Background: an optimization exercise with open tools, aiming at small area, a short achievable clock period and few clock cycles per item. Do not read the settings as production practice.
No run shown here included a check of the RTL's function; only the layout flow was run.
Power is estimated from default activity; no workload was simulated.

<file path="config.mk">
export PLATFORM = sky130hd
export DESIGN_NAME = divide
export DESIGN_NICKNAME = divide
export VERILOG_FILES = /design/flow/design.v
export SDC_FILE = /design/flow/constraint.sdc
export NUM_CORES = 4
export LEC_CHECK = 0
export ABC_AREA = 1
export CAP_MARGIN = 20
export CORE_MARGIN = 2
export CORE_UTILIZATION = 40
export SETUP_SLACK_MARGIN = 3.45
export SLEW_MARGIN = 20
export DONT_USE_CELLS = sky130_fd_sc_hd__fa_1 sky130_fd_sc_hd__fa_2 sky130_fd_sc_hd__fa_4 sky130_fd_sc_hd__ha_1 sky130_fd_sc_hd__ha_2 sky130_fd_sc_hd__ha_4
export BUFFER_PORTS_ARGS = -buffer_cell sky130_fd_sc_hd__buf_1
</file>
<file path="constraint.sdc">
create_clock -name core_clock -period 6.0 [get_ports {clk}]
set_input_delay 1.2000 -clock core_clock [delete_from_list [all_inputs] [get_ports {clk}]]
set_output_delay 1.2000 -clock core_clock [all_outputs]
set_load 0.01 [all_outputs]
</file>
<file path="design.v">
module divide(clk, rst, new_inp, dvdend, len_a, dvsor, len_b, quotient, remainder, count_add, count_sub, done);
	input clk;
	input rst;
	input new_inp;
	input [31:0] dvdend, dvsor;
	input [4:0] len_a, len_b;
	output [31:0] quotient, remainder;
	output reg done;
	output reg [4:0] count_add, count_sub;
	reg [30:0] q;       
	reg [30:0] r;       
	reg z;              
	reg [30:0] e;       
	reg [4:0] m;        
	wire [5:0] sd = {1'b0, len_a} - {1'b0, len_b};
	wire bz = (dvsor[30:0] == 31'd0);
	wire lt = sd[5];
	wire [30:0] t;
	wire qb;
	wire [31:0] sb_x = {1'd0, r};
	wire [31:0] sb_y = {1'd0, e};
	wire [31:0] sb_p = ~(sb_x ^ sb_y);
	wire [31:0] sb_g = sb_x & ~sb_y;
	wire sb_G0_0 = sb_g[0] | sb_p[0];
	wire sb_n1_g = sb_g[1] | (sb_p[1] & sb_G0_0);
	wire sb_n2_g = sb_g[3] | (sb_p[3] & sb_g[2]);
	wire sb_n2_p = sb_p[3] & sb_p[2];
	wire sb_n3_g = sb_g[5] | (sb_p[5] & sb_g[4]);
	wire sb_n3_p = sb_p[5] & sb_p[4];
	wire sb_n4_g = sb_g[7] | (sb_p[7] & sb_g[6]);
	wire sb_n4_p = sb_p[7] & sb_p[6];
	wire sb_n5_g = sb_g[9] | (sb_p[9] & sb_g[8]);
	wire sb_n5_p = sb_p[9] & sb_p[8];
	wire sb_n6_g = sb_g[11] | (sb_p[11] & sb_g[10]);
	wire sb_n6_p = sb_p[11] & sb_p[10];
	wire sb_n7_g = sb_g[13] | (sb_p[13] & sb_g[12]);
	wire sb_n7_p = sb_p[13] & sb_p[12];
	wire sb_n8_g = sb_g[15] | (sb_p[15] & sb_g[14]);
	wire sb_n8_p = sb_p[15] & sb_p[14];
	wire sb_n9_g = sb_g[17] | (sb_p[17] & sb_g[16]);
	wire sb_n9_p = sb_p[17] & sb_p[16];
	wire sb_n10_g = sb_g[19] | (sb_p[19] & sb_g[18]);
	wire sb_n10_p = sb_p[19] & sb_p[18];
	wire sb_n11_g = sb_g[21] | (sb_p[21] & sb_g[20]);
	wire sb_n11_p = sb_p[21] & sb_p[20];
	wire sb_n12_g = sb_g[23] | (sb_p[23] & sb_g[22]);
	wire sb_n12_p = sb_p[23] & sb_p[22];
	wire sb_n13_g = sb_g[25] | (sb_p[25] & sb_g[24]);
	wire sb_n13_p = sb_p[25] & sb_p[24];
	wire sb_n14_g = sb_g[27] | (sb_p[27] & sb_g[26]);
	wire sb_n14_p = sb_p[27] & sb_p[26];
	wire sb_n15_g = sb_g[29] | (sb_p[29] & sb_g[28]);
	wire sb_n15_p = sb_p[29] & sb_p[28];
	wire sb_n16_g = sb_g[31] | (sb_p[31] & sb_g[30]);
	wire sb_n16_p = sb_p[31] & sb_p[30];
	wire sb_n17_g = sb_n2_g | (sb_n2_p & sb_n1_g);
	wire sb_n18_g = sb_n4_g | (sb_n4_p & sb_n3_g);
	wire sb_n18_p = sb_n4_p & sb_n3_p;
	wire sb_n19_g = sb_n6_g | (sb_n6_p & sb_n5_g);
	wire sb_n19_p = sb_n6_p & sb_n5_p;
	wire sb_n20_g = sb_n8_g | (sb_n8_p & sb_n7_g);
	wire sb_n20_p = sb_n8_p & sb_n7_p;
	wire sb_n21_g = sb_n10_g | (sb_n10_p & sb_n9_g);
	wire sb_n21_p = sb_n10_p & sb_n9_p;
	wire sb_n22_g = sb_n12_g | (sb_n12_p & sb_n11_g);
	wire sb_n22_p = sb_n12_p & sb_n11_p;
	wire sb_n23_g = sb_n14_g | (sb_n14_p & sb_n13_g);
	wire sb_n23_p = sb_n14_p & sb_n13_p;
	wire sb_n24_g = sb_n16_g | (sb_n16_p & sb_n15_g);
	wire sb_n24_p = sb_n16_p & sb_n15_p;
	wire sb_n25_g = sb_n18_g | (sb_n18_p & sb_n17_g);
	wire sb_n26_g = sb_n20_g | (sb_n20_p & sb_n19_g);
	wire sb_n26_p = sb_n20_p & sb_n19_p;
	wire sb_n27_g = sb_n22_g | (sb_n22_p & sb_n21_g);
	wire sb_n27_p = sb_n22_p & sb_n21_p;
	wire sb_n28_g = sb_n24_g | (sb_n24_p & sb_n23_g);
	wire sb_n28_p = sb_n24_p & sb_n23_p;
	wire sb_n29_g = sb_n26_g | (sb_n26_p & sb_n25_g);
	wire sb_n30_g = sb_n28_g | (sb_n28_p & sb_n27_g);
	wire sb_n30_p = sb_n28_p & sb_n27_p;
	wire sb_n31_g = sb_n30_g | (sb_n30_p & sb_n29_g);
	wire sb_n32_g = sb_n27_g | (sb_n27_p & sb_n29_g);
	wire sb_n33_g = sb_n19_g | (sb_n19_p & sb_n25_g);
	wire sb_n34_g = sb_n21_g | (sb_n21_p & sb_n29_g);
	wire sb_n35_g = sb_n23_g | (sb_n23_p & sb_n32_g);
	wire sb_n36_g = sb_n3_g | (sb_n3_p & sb_n17_g);
	wire sb_n37_g = sb_n5_g | (sb_n5_p & sb_n25_g);
	wire sb_n38_g = sb_n7_g | (sb_n7_p & sb_n33_g);
	wire sb_n39_g = sb_n9_g | (sb_n9_p & sb_n29_g);
	wire sb_n40_g = sb_n11_g | (sb_n11_p & sb_n34_g);
	wire sb_n41_g = sb_n13_g | (sb_n13_p & sb_n32_g);
	wire sb_n42_g = sb_n15_g | (sb_n15_p & sb_n35_g);
	wire sb_n43_g = sb_g[2] | (sb_p[2] & sb_n1_g);
	wire sb_n44_g = sb_g[4] | (sb_p[4] & sb_n17_g);
	wire sb_n45_g = sb_g[6] | (sb_p[6] & sb_n36_g);
	wire sb_n46_g = sb_g[8] | (sb_p[8] & sb_n25_g);
	wire sb_n47_g = sb_g[10] | (sb_p[10] & sb_n37_g);
	wire sb_n48_g = sb_g[12] | (sb_p[12] & sb_n33_g);
	wire sb_n49_g = sb_g[14] | (sb_p[14] & sb_n38_g);
	wire sb_n50_g = sb_g[16] | (sb_p[16] & sb_n29_g);
	wire sb_n51_g = sb_g[18] | (sb_p[18] & sb_n39_g);
	wire sb_n52_g = sb_g[20] | (sb_p[20] & sb_n34_g);
	wire sb_n53_g = sb_g[22] | (sb_p[22] & sb_n40_g);
	wire sb_n54_g = sb_g[24] | (sb_p[24] & sb_n32_g);
	wire sb_n55_g = sb_g[26] | (sb_p[26] & sb_n41_g);
	wire sb_n56_g = sb_g[28] | (sb_p[28] & sb_n35_g);
	wire sb_n57_g = sb_g[30] | (sb_p[30] & sb_n42_g);
	wire [32:0] sb_c = {sb_n31_g, sb_n57_g, sb_n42_g, sb_n56_g, sb_n35_g, sb_n55_g, sb_n41_g, sb_n54_g, sb_n32_g, sb_n53_g, sb_n40_g, sb_n52_g, sb_n34_g, sb_n51_g, sb_n39_g, sb_n50_g, sb_n29_g, sb_n49_g, sb_n38_g, sb_n48_g, sb_n33_g, sb_n47_g, sb_n37_g, sb_n46_g, sb_n25_g, sb_n45_g, sb_n36_g, sb_n44_g, sb_n17_g, sb_n43_g, sb_n1_g, sb_G0_0, 1'b1};
	assign t = sb_p[30:0] ^ sb_c[30:0];
	assign qb = sb_c[32];
	wire start = done & new_inp;
	assign quotient = {z, q};
	assign remainder = {z, r};
	always @(posedge clk) begin
		if (rst)
			done <= 1'b1;
		else if (start)
			done <= bz | lt;
		else if (!done)
			done <= (m == 5'd0);
	end
	always @(posedge clk) begin
		if (done) begin
			e <= dvsor[30:0] << sd[4:0];
			m <= sd[4:0];
		end else begin
			e <= e >> 1;
			m <= m - 5'd1;
		end
	end
	always @(posedge clk) begin
		if (start) begin
			r <= dvdend[30:0] | {31{bz}};
			q <= {31{bz}};
			z <= bz;
			count_add <= 5'd0;
			count_sub <= (bz | lt) ? 5'd0 : 5'd1;
		end else if (!done) begin
			if (qb)
				r <= t;
			q <= {q[29:0], qb};
			if (!qb)
				count_add <= count_add + 5'd1;
			else if (m != 5'd0)
				count_sub <= count_sub + 5'd1;
		end
	end
endmodule
</file>
<file path="flow/run.sh">
#!/bin/bash
# The standard layout (standard.sh: ORFS synthesis and every layout step
# unchanged) with two library choices added to config.mk:
#  - full and half adder cells are not used, so Yosys leaves adders to abc
#    as plain gates (faster than the fa/ha cells);
#  - buffer_ports inserts plain buf_1 port buffers (sized up later by the
#    repair steps where needed) instead of the delay cells it picks by default.
# Make's full output, with every tool's, goes to flow.log; ORFS also keeps
# each step's log under orfs/logs.
set -euo pipefail
cat >> config.mk <<'EOC'
export DONT_USE_CELLS = sky130_fd_sc_hd__fa_1 sky130_fd_sc_hd__fa_2 sky130_fd_sc_hd__fa_4 sky130_fd_sc_hd__ha_1 sky130_fd_sc_hd__ha_2 sky130_fd_sc_hd__ha_4
export BUFFER_PORTS_ARGS = -buffer_cell sky130_fd_sc_hd__buf_1
EOC
bash standard.sh finish > flow.log 2>&1
</file>
<file path="standard.sh">
#!/bin/bash
# synth_recipe.tcl (not shown) runs the flow's synth.tcl, then flattens the netlist and writes it again
# the make line also repeats each setting of config.mk as NAME=value (left out here)
make -C /OpenROAD-flow-scripts/flow DESIGN_CONFIG=/design/flow/config.mk WORK_HOME=/design/flow/orfs CLKGATE_MAP_FILE= SYNTH_SCRIPT=/design/flow/synth_recipe.tcl "${@:-finish}"
</file>
==> impl_summary.txt, run 1 <==
----------------------------------------------------
[Worst setup path]
  Most numerous cell on the critical path ... sky130_fd_sc_hd__nand2_8
  Max incr delay on CP ... 240 ps
  Endpoint type of the worst setup path ... register
  Worst R2R Setup Slack ... 3680 ps
  Req. time, crit path ... 6300 ps
  Slowest library cell on the worst path ... sky130_fd_sc_hd__or2_1
  Arrival time reported for the critical path endpoint ... 3020 ps
  Reg-to-reg endpoint ... r[5]$_DFFE_PP_
  Critical path class ... in2reg
  CP startpoint kind ... input port
  Max FO, Critical Path ... 14
  Reg-to-reg critical path startpoint ... r[29]$_DFFE_PP_
  Number of cells on the worst reg-to-reg path ... 12
  Sequence of cells on the critical path ... buf_8, nand2_8, inv_6, nor2_4, nand2_8, buf_4, nand3_2, nand2_8, buf_12, nand2_1, o21ai_2, or2_1, nand2_1, nand3_1, o21ai_1

[GRT]
  Overall overflow remaining after global route ... 0
  Initial antenna violation count ... 0
  Global routing usage summed across all routing layers ... 0.215
  Via count of the first global-routing pass ... 6717
  Global-route wire length before repair ... 33700 µm
  Largest net degree at the start of global routing ... 53

[Synthesis]
  Post-Syn Area per Cell ... 6.63 µm²
  Most area-consuming cells after synthesis ... sky130_fd_sc_hd__edfxtp_1 (28%), sky130_fd_sc_hd__nand2_1 (18%), sky130_fd_sc_hd__dfxtp_1 (11%)
  Post-synthesis register bit count ... 110
  Count of unique library cells instantiated by Yosys ... 43
  Sequential element share of the synthesized area ... 0.393
  Post-synthesis cell area ... 0.00733 mm²
  Synthesis warning total ... 1
  Portion of synthesized cell area occupied by the leading cell type ... 0.279
  Post-synth EDFFs ... 68
  Most instantiated flip-flop cell in the synthesis netlist ... sky130_fd_sc_hd__edfxtp_1
  Top cell type by total area after synthesis ... sky130_fd_sc_hd__edfxtp_1
  Total nets after synthesis ... 1183
  Cell count after synthesis ... 1106
  Proportion of register bits with asynchronous set or reset after synthesis ... 0

[Outcome]
  Status ... no timing/DRC/antenna violations

[Floorplanning]
  Height of the chip ... 139 µm
  Standard cell core area ... 0.0180 mm²
  Die footprint ... 0.0194 mm²
  Number of top-level pins ... 152
  Starting density of the core ... 0.408
  DIE WIDTH ... 139 µm
  Std-Cell Rows ... 49

[Route]
  Wire length after detailed routing ... 21400 µm
  Initial DRC Count ... 647
  Via-to-Cell Ratio ... 5.01
  First-pass DRT Iterations ... 5
  Count of vias placed by the detailed router ... 7554
  Average wire per cell in the routed design ... 14.2 µm
  Number of remaining DRC errors ... 0
  Post-DRT Antenna Nets ... 0

[Hold path]
  Type of the tightest min-delay check ... reg2reg
  Hold Startpoint ... count_add[1]$_SDFFE_PP0P_
  Worst Hold Path EP ... count_add[1]$_SDFFE_PP0P_
  Worst hold stages ... 2

[STA]
  Slew @ Worst Pin ... 420 ps
  Setup total negative slack ... 0 ps
  Achievable clock frequency ... 0.367 GHz
  Min cycle time layout ... 2720 ps
  Max-slew headroom ... 0.719
  Final worst-path cycle share ... 0.454
  Unrepaired setup endpoints after global routing ... true
  Count of endpoints failing hold in the final timing report ... 0
  Setup clock skew after layout ... 12.4 ps
  Setup-violating endpoint count in the final report ... 0
  Final count of pins violating max slew ... 0

[Clocking]
  Clk Latency, worst-skew pair ... 370 ps
  Root cell of the clock tree ... sky130_fd_sc_hd__clkbuf_16
  Number of sinks driven by the clock tree ... 110
  Number of buffers on the longest clock path ... 2
  Reg clk slew, reported paths ... 70 ps
  Total CTS buffers ... 9
  H-tree depth reported by CTS ... 3
  Count of hold buffers inserted by post-cts repair ... 0
  Clock tree from TritonCTS ... built

[Power]
  Max VDD drop ... 203 µV
  Design Power ... 3.51 mW
  Power per cell area ... 374 mW/mm²
  Standby leakage power ... 4.30 nW

[Layout]
  # nets final ... 1351
  Area of all placed cells without fillers ... 0.00940 mm²
  Final standard cell count with taps included and fillers excluded ... 1508
  Total inserted antenna cells ... 0
  Count of fill cells added during filler insertion ... 1792
  Layout overhead on the synthesized area ... 28.2%
  Share of final-layout standard cells stronger than drive strength 1 ... 0.135

[Placed design]
  # placed instances ... 1441
  Number of port buffers ... 149
  Detailed placement HPWL ... 14000 µm
  Routability cong. ... 0.889
  DP Area ... 0.00804 mm²

[Job]
  Max-capacitance violation count ... 0

----------------------------------------------------
## synthesized netlist by cell type (3+ instances only)
library cell	count
sky130_fd_sc_hd__buf_4	7
sky130_fd_sc_hd__o22ai_1	16
sky130_fd_sc_hd__inv_1	147
sky130_fd_sc_hd__nor2_1	112
sky130_fd_sc_hd__o21bai_1	4
sky130_fd_sc_hd__buf_2	14
sky130_fd_sc_hd__nand2_1	347
sky130_fd_sc_hd__dfxtp_1	42
sky130_fd_sc_hd__mux2_2	4
sky130_fd_sc_hd__nor4_1	8
sky130_fd_sc_hd__nand2_2	10
sky130_fd_sc_hd__edfxtp_1	68
sky130_fd_sc_hd__nand3_1	59
sky130_fd_sc_hd__inv_2	5
sky130_fd_sc_hd__clkbuf_1	20
sky130_fd_sc_hd__o21ai_1	39
sky130_fd_sc_hd__a31oi_1	7
sky130_fd_sc_hd__o31ai_1	5
sky130_fd_sc_hd__buf_1	5
sky130_fd_sc_hd__a21boi_0	3
sky130_fd_sc_hd__a21oi_1	41
sky130_fd_sc_hd__nor2_4	3
sky130_fd_sc_hd__nor2_2	5
sky130_fd_sc_hd__nor3_1	6
sky130_fd_sc_hd__o21ai_0	97
sky130_fd_sc_hd__or2_1	4
sky130_fd_sc_hd__nand4_1	3
## layout make-up
| cell class | count | area (µm²) | share of cell area |
|---|---|---|---|
| clock buffer | 9 | 225 | 0.0240 |
| clock inverter | 7 | 87.6 | 0.00932 |
| inverter | 154 | 634 | 0.0675 |
| multi-input combinational | 800 | 4130 | 0.439 |
| sequential | 110 | 2880 | 0.307 |
| tap | 229 | 287 | 0.0305 |
| timing repair buffer | 194 | 1110 | 0.118 |
| timing repair inverter | 5 | 43.8 | 0.00466 |
## logic make-up after synthesis
kind of cell    Yosys count  synth area share
simple gates            564             0.317
compound gates          220             0.161
buf+inv                 202             0.112
flops                   110             0.393
mux                       6           0.00888
xor+xnor                  4           0.00734
## cells in the final DEF, fill, tap and decap left out, drive strengths merged, types with 5 or more instances in the layout
| master | n |
|---|---|
| a21boi | 5 |
| a21oi | 43 |
| a31oi | 7 |
| buf | 188 |
| clkbuf | 13 |
| dfxtp | 42 |
| edfxtp | 68 |
| inv | 158 |
| nand2 | 364 |
| nand3 | 59 |
| nor2 | 120 |
| nor3 | 6 |
| nor4 | 8 |
| o21ai | 136 |
| o22ai | 16 |
| o31ai | 5 |
| or2 | 7 |
## how the worst max path moves through the flow
stage                         from       endpoint  slack [ps]  cells after the start
after floorplan           len_b[1]  e[24]$_DFF_P_        3400                     14
after global placement    len_b[1]  e[25]$_DFF_P_        2070                     16
after detailed placement  len_b[1]  e[18]$_DFF_P_        2020                     15
after CTS                 len_a[1]  e[14]$_DFF_P_        3350                     14
after global routing      len_a[1]  e[20]$_DFF_P_        3240                     15
final                     len_a[1]  e[20]$_DFF_P_        3280                     15
## worst max-delay path, delay by kind of cell
family / cells / cell delay, ps
AOI/OAI and AO/OA: 2 / 180
buffers and inverters: 4 / 470
and+or+nand+nor: 9 / 1150
## through the flow
stage | hold WS [ps] | setup slack (ps) | util
6_report | 465 | 3280 | 0.523
5_1_grt | 489 | 3240 | 0.523
4_1_cts | 470 | 3350 | 0.501
3_5_place_dp | 459 | 2020 | 0.447
3_3_place_gp | 447 | 2070 | 0.447
2_1_floorplan | 435 | 3400 | -
## power by group
part | total (mW) | internal [mW] | switching [mW]
registers | 1.20 | 1.06 | 0.136
clock network | 0.620 | 0.300 | 0.320
logic | 1.69 | 0.599 | 1.09
total | 3.51 | 1.96 | 1.55
## state kept, by name, summed over array words and instances (netlist names)
register   flops
e             31
q             31
r             31
count_add      5
count_sub      5
m              5
done           1
z              1
## metal layers
layer  global-route usage  up-vias  routed length (µm)
li1                     -     3923                   -
met1                0.297     3403                9860
met2                0.352      209               10000
met3               0.0379       19                1240
met4               0.0489        0                 288
met5                    0        -                   0
## what timing repair did
| action | CTS | global route |
|---|---|---|
| setup endpoints to repair | 129 | 118 |
| resized for setup | 64 | 88 |
| gates cloned | 11 | 3 |
| pin swaps | 15 | 23 |
| buffers inserted | 28 | 9 |
==> run 2: changes to the inputs <==
--- a/config.mk
+++ b/config.mk
@@ -9,7 +9,7 @@
 export CAP_MARGIN = 20
 export CORE_MARGIN = 2
 export CORE_UTILIZATION = 40
-export SETUP_SLACK_MARGIN = 3.45
+export SETUP_SLACK_MARGIN = 3.35
 export SLEW_MARGIN = 20
 export DONT_USE_CELLS = sky130_fd_sc_hd__fa_1 sky130_fd_sc_hd__fa_2 sky130_fd_sc_hd__fa_4 sky130_fd_sc_hd__ha_1 sky130_fd_sc_hd__ha_2 sky130_fd_sc_hd__ha_4
 export BUFFER_PORTS_ARGS = -buffer_cell sky130_fd_sc_hd__buf_1
==> run 2 against run 1 <==
Largest cell class unchanged; power up 0.27%; maximum frequency up 1.7%; via count grew 0.26%; sequential cell count unchanged; synthesized cell count unchanged; area after synthesis unchanged.
==> impl_summary.txt, run 2 <==
----------------------------------------------------
[Outcome]
  Status ... no timing/DRC/antenna violations

[Layout]
  Most frequent cells in the layout ... sky130_fd_sc_hd__nand2_1 (327), sky130_fd_sc_hd__inv_1 (143), sky130_fd_sc_hd__buf_1 (137)
  Area of all placed cells without fillers ... 0.00946 mm² (+0.64%)
  Total inserted antenna cells ... 0 (unchanged)
  Share of final-layout standard cells stronger than drive strength 1 ... 0.146 (+0.0103)
  Largest registers in the final layout ... e: 31 flops, q: 31 flops, r: 31 flops
  Layout overhead on the synthesized area ... 29.0%
  Total area of multi-input combinational cells ... 0.00408 mm² (-1.1%)
  FF+latch area ... 0.00288 mm² (unchanged)
  Final Util ... 0.526 (+0.00334)
  Count of fill cells added during filler insertion ... 1779 (-0.73%)
  Final standard cell count with taps included and fillers excluded ... 1507 (-0.066%)
  # nets final ... 1350 (-0.074%)
  Commonest non-fill, non-tap cell in the layout ... sky130_fd_sc_hd__nand2_1

[Power]
  Seq pwr share ... 0.340 (about the same)
  Switch share ... 0.435 (-0.00646)
  Design Power ... 3.52 mW (+0.27%)
  Internal power ... 1.99 mW (+1.4%)
  Combinational cell fraction of total power ... 0.479 (-0.003)
  Power share of the clock group ... 0.181 (+0.004)
  Standby leakage power ... 4.36 nW (+1.2%)
  Switching power total ... 1.53 mW (-1.2%)
  Power per cell area ... 372 mW/mm² (-0.36%)
  Max VDD drop ... 225 µV (+11%)

[Synthesis]
  Cell count after synthesis ... 1106 (unchanged)
  Most frequent cell after synthesis ... sky130_fd_sc_hd__nand2_1
  Top cell type by total area after synthesis ... sky130_fd_sc_hd__edfxtp_1
  Portion of synthesized cell area occupied by the leading cell type ... 0.279 (unchanged)
  Most area-consuming cells after synthesis ... sky130_fd_sc_hd__edfxtp_1 (28%), sky130_fd_sc_hd__nand2_1 (18%), sky130_fd_sc_hd__dfxtp_1 (11%)
  Proportion of register bits with asynchronous set or reset after synthesis ... 0 (unchanged)
  Most used standard cells in the synthesized netlist ... sky130_fd_sc_hd__nand2_1 (347), sky130_fd_sc_hd__inv_1 (147), sky130_fd_sc_hd__nor2_1 (112)
  Most instantiated flip-flop cell in the synthesis netlist ... sky130_fd_sc_hd__edfxtp_1
  Count of unique library cells instantiated by Yosys ... 43 (unchanged)
  Sequential element share of the synthesized area ... 0.393 (unchanged)
  Total nets after synthesis ... 1183 (unchanged)
  Post-synthesis cell area ... 0.00733 mm² (unchanged)
  Post-synthesis register bit count ... 110 (unchanged)
  Post-synth EDFFs ... 68 (unchanged)
  Synthesis warning total ... 1 (unchanged)
  Post-Syn Area per Cell ... 6.63 µm² (unchanged)

[Hold path]
  Type of the tightest min-delay check ... reg2reg

[Floorplanning]
  DIE WIDTH ... 139 µm (unchanged)
  Starting density of the core ... 0.408 (unchanged)
  Std-Cell Rows ... 49 (unchanged)
  Number of top-level pins ... 152 (unchanged)
  Standard cell core area ... 0.0180 mm² (unchanged)
  Die footprint ... 0.0194 mm² (unchanged)
  Height of the chip ... 139 µm (unchanged)

[Worst setup path]
  Req. time, crit path ... 6230 ps (-70 ps)
  Max FO, Critical Path ... 4 (-10)
  Reg-to-reg critical path startpoint ... r[1]$_DFFE_PP_
  Endpoint type of the worst setup path ... register
  Critical path class ... in2reg
  Arrival time reported for the critical path endpoint ... 2910 ps (-110 ps)
  Most numerous cell on the critical path ... sky130_fd_sc_hd__nor2_4
  CP startpoint kind ... input port
  Reg-to-reg endpoint ... r[17]$_DFFE_PP_
  Worst R2R Setup Slack ... 3580 ps (-100 ps)
  Worst setup path startpoint ... len_b[1]
  Critical Path End ... e[19]$_DFF_P_
  Number of cells on the worst reg-to-reg path ... 15 (+3)
  Sequence of cells on the critical path ... buf_1, inv_2, nor2_4, nor2_4, nand2_4, nand2_4, a21oi_4, nor2_2, nor2_4, xnor2_4, buf_6, buf_4, nand3_1, nand3_2, o21ai_0
  Max incr delay on CP ... 200 ps (-40 ps)
  Slowest library cell on the worst path ... sky130_fd_sc_hd__nor2_4

[GRT]
  Overall overflow remaining after global route ... 0 (unchanged)
  Via count of the first global-routing pass ... 6730 (+0.19%)
  Global-route wire length before repair ... 32900 µm (-2.4%)
  Global routing usage summed across all routing layers ... 0.209 (-0.00534)
  Largest net degree at the start of global routing ... 53 (unchanged)
  Initial antenna violation count ... 0 (unchanged)

[Placed design]
  Number of port buffers ... 149 (unchanged)
  Worst-case setup slack after placement ... 2330 ps (+306 ps)
  DP Area ... 0.00803 mm² (-0.11%)
  Detailed placement HPWL ... 14400 µm (+2.8%)
  Routability cong. ... 0.891 (+0.25%)
  # placed instances ... 1444 (+0.21%)

[Route]
  First-pass DRT Iterations ... 6 (+1)
  Count of vias placed by the detailed router ... 7574 (+0.26%)
  Initial DRC Count ... 594 (-8.2%)
  Post-DRT Antenna Nets ... 0 (unchanged)
  Wire length after detailed routing ... 21600 µm (+0.96%)
  Number of remaining DRC errors ... 0 (unchanged)
  Average wire per cell in the routed design ... 14.3 µm (+1.0%)
  Via-to-Cell Ratio ... 5.03 (+0.33%)

[Clocking]
  Clk Latency, worst-skew pair ... 360 ps (about the same)
  Number of buffers on the longest clock path ... 2 (unchanged)
  Number of sinks driven by the clock tree ... 110 (unchanged)
  H-tree depth reported by CTS ... 3 (unchanged)
  Total CTS buffers ... 9 (unchanged)
  Count of hold buffers inserted by post-cts repair ... 0 (unchanged)
  Reg clk slew, reported paths ... 70 ps (about the same)
  Root cell of the clock tree ... sky130_fd_sc_hd__clkbuf_16
  Clock tree from TritonCTS ... built

[Job]
  Max-capacitance violation count ... 0 (unchanged)

[STA]
  Max-slew headroom ... 0.706 (-0.0132)
  Final count of pins violating max slew ... 0 (unchanged)
  Achievable clock frequency ... 0.374 GHz (+1.7%)
  Setup clock skew after layout ... 11.0 ps (-1.31 ps)
  Slew @ Worst Pin ... 441 ps (+21.4 ps)
  Min cycle time layout ... 2680 ps (-44.6 ps)
  Final worst-path cycle share ... 0.446 (-0.00743)
  Unrepaired setup endpoints after global routing ... true
  Post-Route Hold Slack ... 466 ps (+1.06 ps)
  Setup total negative slack ... 0 ps (unchanged)
  Setup-violating endpoint count in the final report ... 0 (unchanged)
  Count of endpoints failing hold in the final timing report ... 0 (unchanged)
  Worst path setup slack after routing ... 3320 ps (+44.6 ps)

----------------------------------------------------
==> run 2: cell count changes in the layout (fill, tap and decap cells not counted), moves of 3 or more <==
cell,delta
sky130_fd_sc_hd__nand3_1,-3
sky130_fd_sc_hd__buf_1,-3
sky130_fd_sc_hd__nand2_1,-10
sky130_fd_sc_hd__nor4_2,-3
sky130_fd_sc_hd__nand3_2,+5
sky130_fd_sc_hd__clkinv_8,-3
sky130_fd_sc_hd__inv_8,-3
sky130_fd_sc_hd__nand2_4,+14
sky130_fd_sc_hd__nand2_8,-7
sky130_fd_sc_hd__buf_6,+5
==> run 2: routing by layer <==
metal / share of wire / wire length [µm] / GRT usage / vias up
met1: 0.44 / 9610 / 0.279 / 3386
met4: 0.016 / 338 / 0.0500 / 0
li1: - / - / - / 3920
met3: 0.066 / 1420 / 0.0392 / 24
met5: 0 / 0 / 0 / -
met2: 0.47 / 10200 / 0.353 / 244
==> run 2: cell type report <==
| class | instances | area share |
|---|---|---|
| flip-flops and latches | 110 | 0.305 |
| repair buffers | 198 | 0.130 |
| multi-input cells | 796 | 0.432 |
| clock buffers | 9 | 0.0238 |
| well taps | 229 | 0.0303 |
| clock inverters | 7 | 0.00940 |
| repair inverters | 4 | 0.00291 |
| inverters | 154 | 0.0666 |
==> run 2: worst min-delay path by stage <==
stage | from | slack, ps | cells after the start | to
floorplan | m[0]$_DFF_P_ | 430 | 1 | m[0]$_DFF_P_
global placement | count_add[4]$_SDFFE_PP0P_ | 450 | 2 | count_add[4]$_SDFFE_PP0P_
detailed placement | e[26]$_DFF_P_ | 460 | 2 | e[25]$_DFF_P_
CTS | count_add[1]$_SDFFE_PP0P_ | 470 | 2 | count_add[1]$_SDFFE_PP0P_
global route | e[29]$_DFF_P_ | 490 | 2 | e[28]$_DFF_P_
finish | count_add[1]$_SDFFE_PP0P_ | 470 | 2 | count_add[1]$_SDFFE_PP0P_
==> run 2: critical path: cells and delay by family <==
family,cells,cell delay [ps]
AO/OA/AOI/OAI,2,240
XOR/XNOR,1,180
AND/OR/NAND/NOR,8,870
buffers and inverters,4,390
==> run 2: power by group through the flow <==
stage	registers, mW	logic [mW]	clock network (mW)
5_1_grt	1.22	1.92	0.677
3_5_place_dp	1.21	1.52	0
4_1_cts	1.20	1.59	0.652
6_report	1.20	1.69	0.638
2_1_floorplan	1.25	1.07	0
3_3_place_gp	1.21	1.48	0
==> run 2: timing repair <==
action | 4_1_cts | 5_1_grt
endpoints found under the setup margin | 118 | 104
pin swaps | 12 | 28
buffers inserted | 23 | 14
gates resized for setup | 46 | 136
cloned | 6 | 4
==> run 2: cell families (layout without fill, tap and decap cells) <==
family	after synthesis	count (layout)	synth area share
compound gates	220	220	0.161
xor+xnor	4	4	0.00734
buf+inv	202	372	0.112
flops	110	110	0.393
mux	6	6	0.00888
simple gates	564	566	0.317

-- afterwards: timing with drivers on the ports --
The flow's constraints put no driver on any port. The routed layouts listed below were extracted and timed again, unchanged, in two steps. Step 1 sets driving cells, clkbuf_16 on the clock port and buf_2 on the other inputs (assumed; they add their load-dependent delay and slew). Step 2 adds t to the input delays and takes it off the output delays; t is the mean of the earliest and latest rising clock arrival at the registers after step 1. Input paths then give back, and output paths get back, about the clock's delay inside the block. Slacks: ideal ports / drivers / drivers and shift; pairs: ideal ports / drivers.
run	shift t [ns]	setup slack, ns	hold WS [ns]
run 1	0.405	3.278 / 3.272 / 2.867	0.465 / 0.465 / 0.465
run 2	0.397	3.323 / 3.341 / 2.944	0.466 / 0.466 / 0.466
After both steps every run listed still meets setup and hold. The setup slack of run 1, which loses most, moves by -0.006 ns with the drivers and by -0.411 ns with both steps.
